This is an optimization exercise on Yosys and OpenROAD, whose aim is small area, a short achievable clock period and few clock cycles, not a production implementation. RTL that was checked went through simulation tests only; none was proved equivalent to the original.

== maple ==
==> flow/design.v <==
module sdiv_sub32 (
    input  logic [31:0] a,
    input  logic [31:0] b,
    input  logic        cin,
    output logic [31:0] diff,
    output logic        ge
);
  logic [32:0] g [0:6];
  logic [32:0] p [0:6];
  logic [31:0] x;
  assign x = a ^ ~b;
  assign g[0][0] = cin;
  assign p[0][0] = 1'b0;
  genvar i, l;
  generate
    for (i = 0; i < 32; i = i + 1) begin : gen_gp
      assign g[0][i+1] = a[i] & ~b[i];
      assign p[0][i+1] = x[i];
    end
    for (l = 0; l < 6; l = l + 1) begin : gen_lvl
      for (i = 0; i < 33; i = i + 1) begin : gen_node
        if (((i >> l) & 1) == 1) begin : gen_op
          localparam integer J = ((i >> l) << l) - 1;
          assign g[l+1][i] = g[l][i] | (p[l][i] & g[l][J]);
          assign p[l+1][i] = p[l][i] & p[l][J];
        end else begin : gen_pass
          assign g[l+1][i] = g[l][i];
          assign p[l+1][i] = p[l][i];
        end
      end
    end
    for (i = 0; i < 32; i = i + 1) begin : gen_sum
      assign diff[i] = x[i] ^ g[6][i];
    end
  endgenerate
  assign ge = g[6][32];
endmodule
module std_sdiv_pipe #(
    parameter WIDTH = 32
) (
    input                           reset,
    input                           clk,
    input                           go,
    input  logic signed [WIDTH-1:0] left,
    input  logic signed [WIDTH-1:0] right,
    output logic signed [WIDTH-1:0] out_quotient,
    output logic signed [WIDTH-1:0] out_remainder,
    output logic                    done
);
  function automatic [5:0] clz32(input [31:0] x);
    logic [15:0] v1; logic [15:0]      c1;
    logic [7:0]  v2; logic [7:0][1:0]  c2;
    logic [3:0]  v4; logic [3:0][2:0]  c4;
    logic [1:0]  v8; logic [1:0][3:0]  c8;
    logic        v16; logic [4:0]      c16;
    integer i;
    begin
      for (i = 0; i < 16; i = i + 1) begin
        v1[i] = x[2*i+1] | x[2*i];
        c1[i] = ~x[2*i+1];
      end
      for (i = 0; i < 8; i = i + 1) begin
        v2[i] = v1[2*i+1] | v1[2*i];
        c2[i] = v1[2*i+1] ? {1'b0, c1[2*i+1]} : {1'b1, c1[2*i]};
      end
      for (i = 0; i < 4; i = i + 1) begin
        v4[i] = v2[2*i+1] | v2[2*i];
        c4[i] = v2[2*i+1] ? {1'b0, c2[2*i+1]} : {1'b1, c2[2*i]};
      end
      for (i = 0; i < 2; i = i + 1) begin
        v8[i] = v4[2*i+1] | v4[2*i];
        c8[i] = v4[2*i+1] ? {1'b0, c4[2*i+1]} : {1'b1, c4[2*i]};
      end
      v16 = v8[1] | v8[0];
      c16 = v8[1] ? {1'b0, c8[1]} : {1'b1, c8[0]};
      clz32 = v16 ? {1'b0, c16} : 6'd32;
    end
  endfunction
  localparam logic [1:0] IDLE = 2'd0, ALIGN = 2'd1, ITER = 2'd2, FIX = 2'd3;
  logic [1:0]  phase;
  logic [31:0] P, D, Q;
  logic [4:0]  cnt;
  logic        last, cin;
  logic        s, ls;
  wire [31:0] abs_l = left[31] ? -left : left;
  wire [31:0] abs_r = right[31] ? -right : right;
  wire        l_nz = |left;
  wire        r_nz = |right;
  wire [5:0]  sh = clz32(D) - clz32(P);
  wire        sh_pos = ~sh[5] & (sh[4:0] != 5'd0);
  wire [4:0]  sh_amt = sh_pos ? sh[4:0] : 5'd0;
  wire [31:0] diff;
  wire        ge;
  sdiv_sub32 u_sub (.a(P), .b(D), .cin(cin), .diff(diff), .ge(ge));
  wire        p_zero = (P == 32'd0);
  always_ff @(posedge clk) begin
    if (reset) begin
      phase <= IDLE;
      done <= 1'b0;
    end else begin
      done <= 1'b0;
      case (phase)
        IDLE: if (go) begin
          if (l_nz & r_nz) phase <= ALIGN;
          else done <= 1'b1;
        end
        ALIGN: phase <= ITER;
        ITER: if (last) begin
          if (ls | s) phase <= FIX;
          else begin
            phase <= IDLE;
            done <= 1'b1;
          end
        end
        FIX: begin
          phase <= IDLE;
          done <= 1'b1;
        end
      endcase
    end
  end
  always_ff @(posedge clk) begin
    case (phase)
      IDLE: if (go) begin
        P <= r_nz ? abs_l : left;
        D <= abs_r;
        Q <= {32{l_nz & ~r_nz}};
        s <= left[31] ^ right[31];
        ls <= left[31];
      end
      ALIGN: begin
        D <= D << sh_amt;
        cnt <= sh_amt;
        last <= ~sh_pos;
        cin <= 1'b1;
      end
      ITER: begin
        if (ge) P <= diff;
        Q <= {Q[30:0], ge};
        if (!last) D <= {1'b0, D[31:1]};
        else if (!s) D <= 32'd0;
        cnt <= cnt - 5'd1;
        last <= (cnt == 5'd1);
        cin <= ~(last & ls);
      end
      FIX: begin
        P <= (s & p_zero) ? 32'd0 : (ls ? ~diff : diff);
      end
    endcase
  end
  assign out_quotient = s ? -Q : Q;
  assign out_remainder = P;
endmodule
Settings: LEC_CHECK=0, CAP_MARGIN=20, CORE_MARGIN=2, CORE_UTILIZATION=40, PLACE_DENSITY=0.6, SETUP_SLACK_MARGIN=2.0, SLEW_MARGIN=20; clock period 6.0 ns.
run.sh (not shown) runs the stock make flow with config.mk's settings and CLKGATE_MAP_FILE= SYNTH_SCRIPT=/design/flow/synth_recipe.tcl, a recipe that flattens the netlist after the stock synthesis.
maple went all the way through the flow, and no timing, DRC or antenna check failed.
### maple -> harbor
# maple
export LEC_CHECK = 0
export CAP_MARGIN = 20
export CORE_MARGIN = 2
export CORE_UTILIZATION = 40
export PLACE_DENSITY = 0.6
export SETUP_SLACK_MARGIN = 2.0
export SLEW_MARGIN = 20
create_clock -name core_clock -period 6.0 [get_ports {clk}]
# harbor
export LEC_CHECK = 0
export CAP_MARGIN = 20
export CORE_MARGIN = 2
export CORE_UTILIZATION = 40
export PLACE_DENSITY = 0.6
export SLEW_MARGIN = 20
create_clock -name core_clock -period 6.0 [get_ports {clk}]
==> comparison <==
- Summary of harbor over maple: post-CTS setup repair buffer count went down, final clock period utilization by the worst path increased by 8.7 points relative to the old numbers.
- Sequential share of layout area in harbor is 4.6 points higher than in maple
- Between harbor and maple, final critical delay including setup and external delays is lower for maple, harbor comes in above that.
- maple → harbor: number of signal-net buffers in the layout lost 159; wire length of the first global-routing pass lost 7.2%; actual slew at the worst max-slew pin lost 0.070 ns.
No functional check of the RTL was part of any run of this note.

the reference run:
std_sdiv_pipe, a different RTL version from the one above (not shown whole).
Size in the first run: ~2100 cells after synthesis, ~110 flip-flops, about 0.013 sq mm of cells after synthesis.
export LEC_CHECK = 0
export ABC_AREA = 1
export CAP_MARGIN = 20
export CORE_MARGIN = 2
export CORE_UTILIZATION = 40
export PLACE_DENSITY = 0.6
export SETUP_SLACK_MARGIN = 2.5
export SLEW_MARGIN = 20
create_clock -name core_clock -period 6.0 [get_ports {clk}]
What the trial run does differently from the reference run at the input level:
- swapping 2.5 for 2.0 in SETUP_SLACK_MARGIN
The reference run completed; timing, DRC and antenna clean. The trial run was carried through to the last stage, and its layout satisfied the timing, DRC and antenna checks. The final instance count without filler cells of the trial run falls short of that of the reference run by 94. met2 wire length on the trial run is down relative to the reference run. The trial run falls short of the reference run in final critical-path setup slack. The reference run has higher non-clock buffering overhead in the final layout than the trial run. Lower net count of the finished layout among the reference run and the trial run: the trial run. STATUS routed wire length: the trial run wins against the reference run.
Function was not checked in any run of this note: the RTL went through the layout flow alone.

Another version of the RTL of std_sdiv_pipe (not shown whole).
For scale: about 2000 cells after synthesis, about 110 flip-flops, ~130 I/O pins, ~12000 um2 of cells after synthesis.
Design std_sdiv_pipe, start of the top module:
module std_sdiv_pipe #(
    parameter WIDTH = 32
) (
    input                           reset,
    input                           clk,
    input                           go,
    input  logic signed [WIDTH-1:0] left,
    input  logic signed [WIDTH-1:0] right,
    output logic signed [WIDTH-1:0] out_quotient,
    output logic signed [WIDTH-1:0] out_remainder,
    output logic                    done
);
export LEC_CHECK = 0
export ABC_AREA = 1
export CAP_MARGIN = 20
export CORE_MARGIN = 2
export CORE_UTILIZATION = 40
export PLACE_DENSITY = 0.6
export SLEW_MARGIN = 20
create_clock -name core_clock -period 6.0 [get_ports {clk}]
The starting point went through all stages and came out clean.
Then changed:
--- a/flow/config.mk
+++ b/flow/config.mk
@@ -11,3 +11,4 @@
 export CORE_UTILIZATION = 40
 export PLACE_DENSITY = 0.6
+export SETUP_SLACK_MARGIN = 2.0
 export SLEW_MARGIN = 20
=> The new run completed with no timing, DRC or antenna violations. Critical path depth stays the same. Wire length is higher by about 4%. Die area is unchanged.
No run of this note included a check of the RTL's function; only the layout flow was run.

== job 8775 ==
std_sdiv_pipe, a different RTL version from the one above (not shown whole).
Size in the first run: ~2000 cells after synthesis, ~130 I/O pins, roughly 12000 um2 of cells after synthesis.
clock: 6.0 ns
lec_check: 0
abc_area: 1
cap_margin: 20
core_margin: 2
core_utilization: 40
place_density: 0.6
setup_slack_margin: 1.0
slew_margin: 20
Testbench counts of job 8775, summed over its fixed seeds: cycles 12,688.
Here is what was changed in the inputs of job 7695 compared with job 8775.
Settings: PLACE_DENSITY: 0.6 -> 0.75; SETUP_SLACK_MARGIN: 1.0 -> unset; CORE_UTILIZATION: 40 -> 65.
==> run notes <==
Job 7695: PASS, flow complete, no timing, DRC or antenna violations. What job 8775 reported for total placed cells including tap cells has to be multiplied by 0.935 to get the figure for job 7695. Multi-input gate share of total cell area ended up 0.81 points higher on job 7695 than on job 8775. Summary: global-route wire length before repair, job 7695 better than job 8775. Setup slack: job 7695 less than job 8775.
Here is what was changed in the inputs of job 862 compared with job 7695.
Settings: changing PLACE_DENSITY from 0.75 to 0.6; changing CORE_UTILIZATION from 65 to 40.
Findings:
- Having completed the whole flow, job 862 delivered a layout that passed the timing, DRC and antenna checks.
- Taking job 7695 as the reference, in job 862 final standard cell count with taps included and fillers excluded saw an increase, overall fraction of global-route tracks in use down 14 points, number of sequential storage elements stayed essentially flat, combined buffer and inverter count along the critical path went down by 2.

## run A
std_sdiv_pipe again, from the RTL that the note above started with.
export LEC_CHECK = 0
export ABC_AREA = 1
export CAP_MARGIN = 20
export CORE_MARGIN = 2
export CORE_UTILIZATION = 40
export PLACE_DENSITY = 0.6
export SETUP_SLACK_MARGIN = 1.9
export SLEW_MARGIN = 20
create_clock -name core_clock -period 6.0 [get_ports {clk}]
standard.sh (not shown) runs the stock make flow with config.mk's settings and CLKGATE_MAP_FILE= SYNTH_SCRIPT=/design/flow/synth_recipe.tcl, a recipe that flattens the netlist after the stock synthesis.
==> flow/flow/run.sh <==
#!/bin/bash
# The standard layout, with the port buffers made of the platform's
# smallest buffer (sky130_fd_sc_hd__buf_1) instead of the cell buffer_ports
# picks by itself. Every port still gets its own buffer.
set -euo pipefail
export BUFFER_PORTS_ARGS="-buffer_cell sky130_fd_sc_hd__buf_1"
bash standard.sh > standard.log 2>&1
Run A was carried through to the last stage, and its layout satisfied the timing, DRC and antenna checks.
Testbench counts of run A, summed over its fixed seeds: cycles 12,688.
[inputs] run B vs run A
Settings: swapping 1.9 for 1.8 in SETUP_SLACK_MARGIN.
[summary]
- Run B: all stages complete, timing, DRC and antenna checks passed
- | register area | run A vs run B | ≈ equal |
- Run A -> run B: die outline area delta 0, exact match
- Area of combinational cells with multiple inputs of run B falls short of that of run A slightly.
- Compared with run A, run B shows share of cells above drive strength 1 lower by 0.77 points.
- Diff run A..run B | cell count | negligible
## Diff of input files: run C against run B
Settings: SETUP_SLACK_MARGIN: 1.8 -> 2.5.
==> flow/run.sh (new file) <==
#!/bin/bash
# synth_recipe.tcl (not shown) runs the flow's synth.tcl, then flattens the netlist and writes it again
# the make line also repeats each setting of config.mk as NAME=value (left out here)
make -C /OpenROAD-flow-scripts/flow DESIGN_CONFIG=/design/flow/config.mk WORK_HOME=/design/flow/orfs CLKGATE_MAP_FILE= SYNTH_SCRIPT=/design/flow/synth_recipe.tcl finish
removed: flow/flow/run.sh
removed: flow/standard.sh
## What came out
Going from run B to run C, met2 track demand over resource grows by 3.9 points.
Going from run B to run C, non-clock buffer count increased 56%; shortest clock period the worst path allows after layout saw a decrease.
The following lists how run D was set up differently from run C:
Settings: swapping 2.5 for 2.0 in SETUP_SLACK_MARGIN.
Results
- Changes observed in run D relative to run C: starting utilization of the core area saw little to no change, number of antenna-violating nets in the routed design has remained practically unchanged.
- Area growth from synthesis to final layout for run D is lower than for run C.
- The routed wire length on met2 of run D is lower than that of run C.

-- separate check: timing with driven ports --
How much do the figures lean on ideal ports? The routed layouts below were timed once more, with nothing changed but the port constraints.
Step 1 (the two cells are an assumption about what drives the block):
set clk [get_ports {clk}]
set_driving_cell -lib_cell sky130_fd_sc_hd__clkbuf_16 $clk
set_driving_cell -lib_cell sky130_fd_sc_hd__buf_2 [delete_from_list [all_inputs] $clk]
Step 2, shift: input delay + t, output delay - t, t = (earliest + latest rising clock arrival at the registers) / 2. This alone moves slack from input paths to output paths.
a / b / c = ideal ports / drivers / drivers and shift; a / b = the first two.
run | t, ns | slack for setup (ns) | slew at the worst register clock pin (ns)
maple | 0.424 | 0.847 / 0.847 / 0.847 | 0.09 / 0.09
harbor | 0.410 | 0.323 / 0.323 / 0.323 | 0.08 / 0.08
the reference run | 0.428 | 2.314 / 2.314 / 2.219 | 0.10 / 0.10
the trial run | 0.424 | 2.139 / 2.139 / 2.061 | 0.09 / 0.09
the first run of note 3 | 0.424 | 1.102 / 1.102 / 1.102 | 0.09 / 0.09
the second run of note 3 | 0.424 | 2.103 / 2.103 / 1.960 | 0.09 / 0.09
job 8775 | 0.421 | 1.676 / 1.676 / 1.676 | 0.10 / 0.10
job 7695 | 0.418 | 1.319 / 1.319 / 1.319 | 0.09 / 0.09
job 862 | 0.421 | 1.676 / 1.676 / 1.676 | 0.10 / 0.10
run A | 0.430 | 2.046 / 2.046 / 2.046 | 0.10 / 0.10
run B | 0.428 | 1.962 / 1.962 / 1.962 | 0.10 / 0.10
run C | 0.429 | 2.371 / 2.371 / 2.127 | 0.11 / 0.11
run D | 0.414 | 2.189 / 2.189 / 1.950 | 0.10 / 0.10
After both steps every run listed still meets setup and hold. For run C, which loses most, drivers alone change the setup slack by 0.000 ns; drivers and shift together by -0.244 ns.
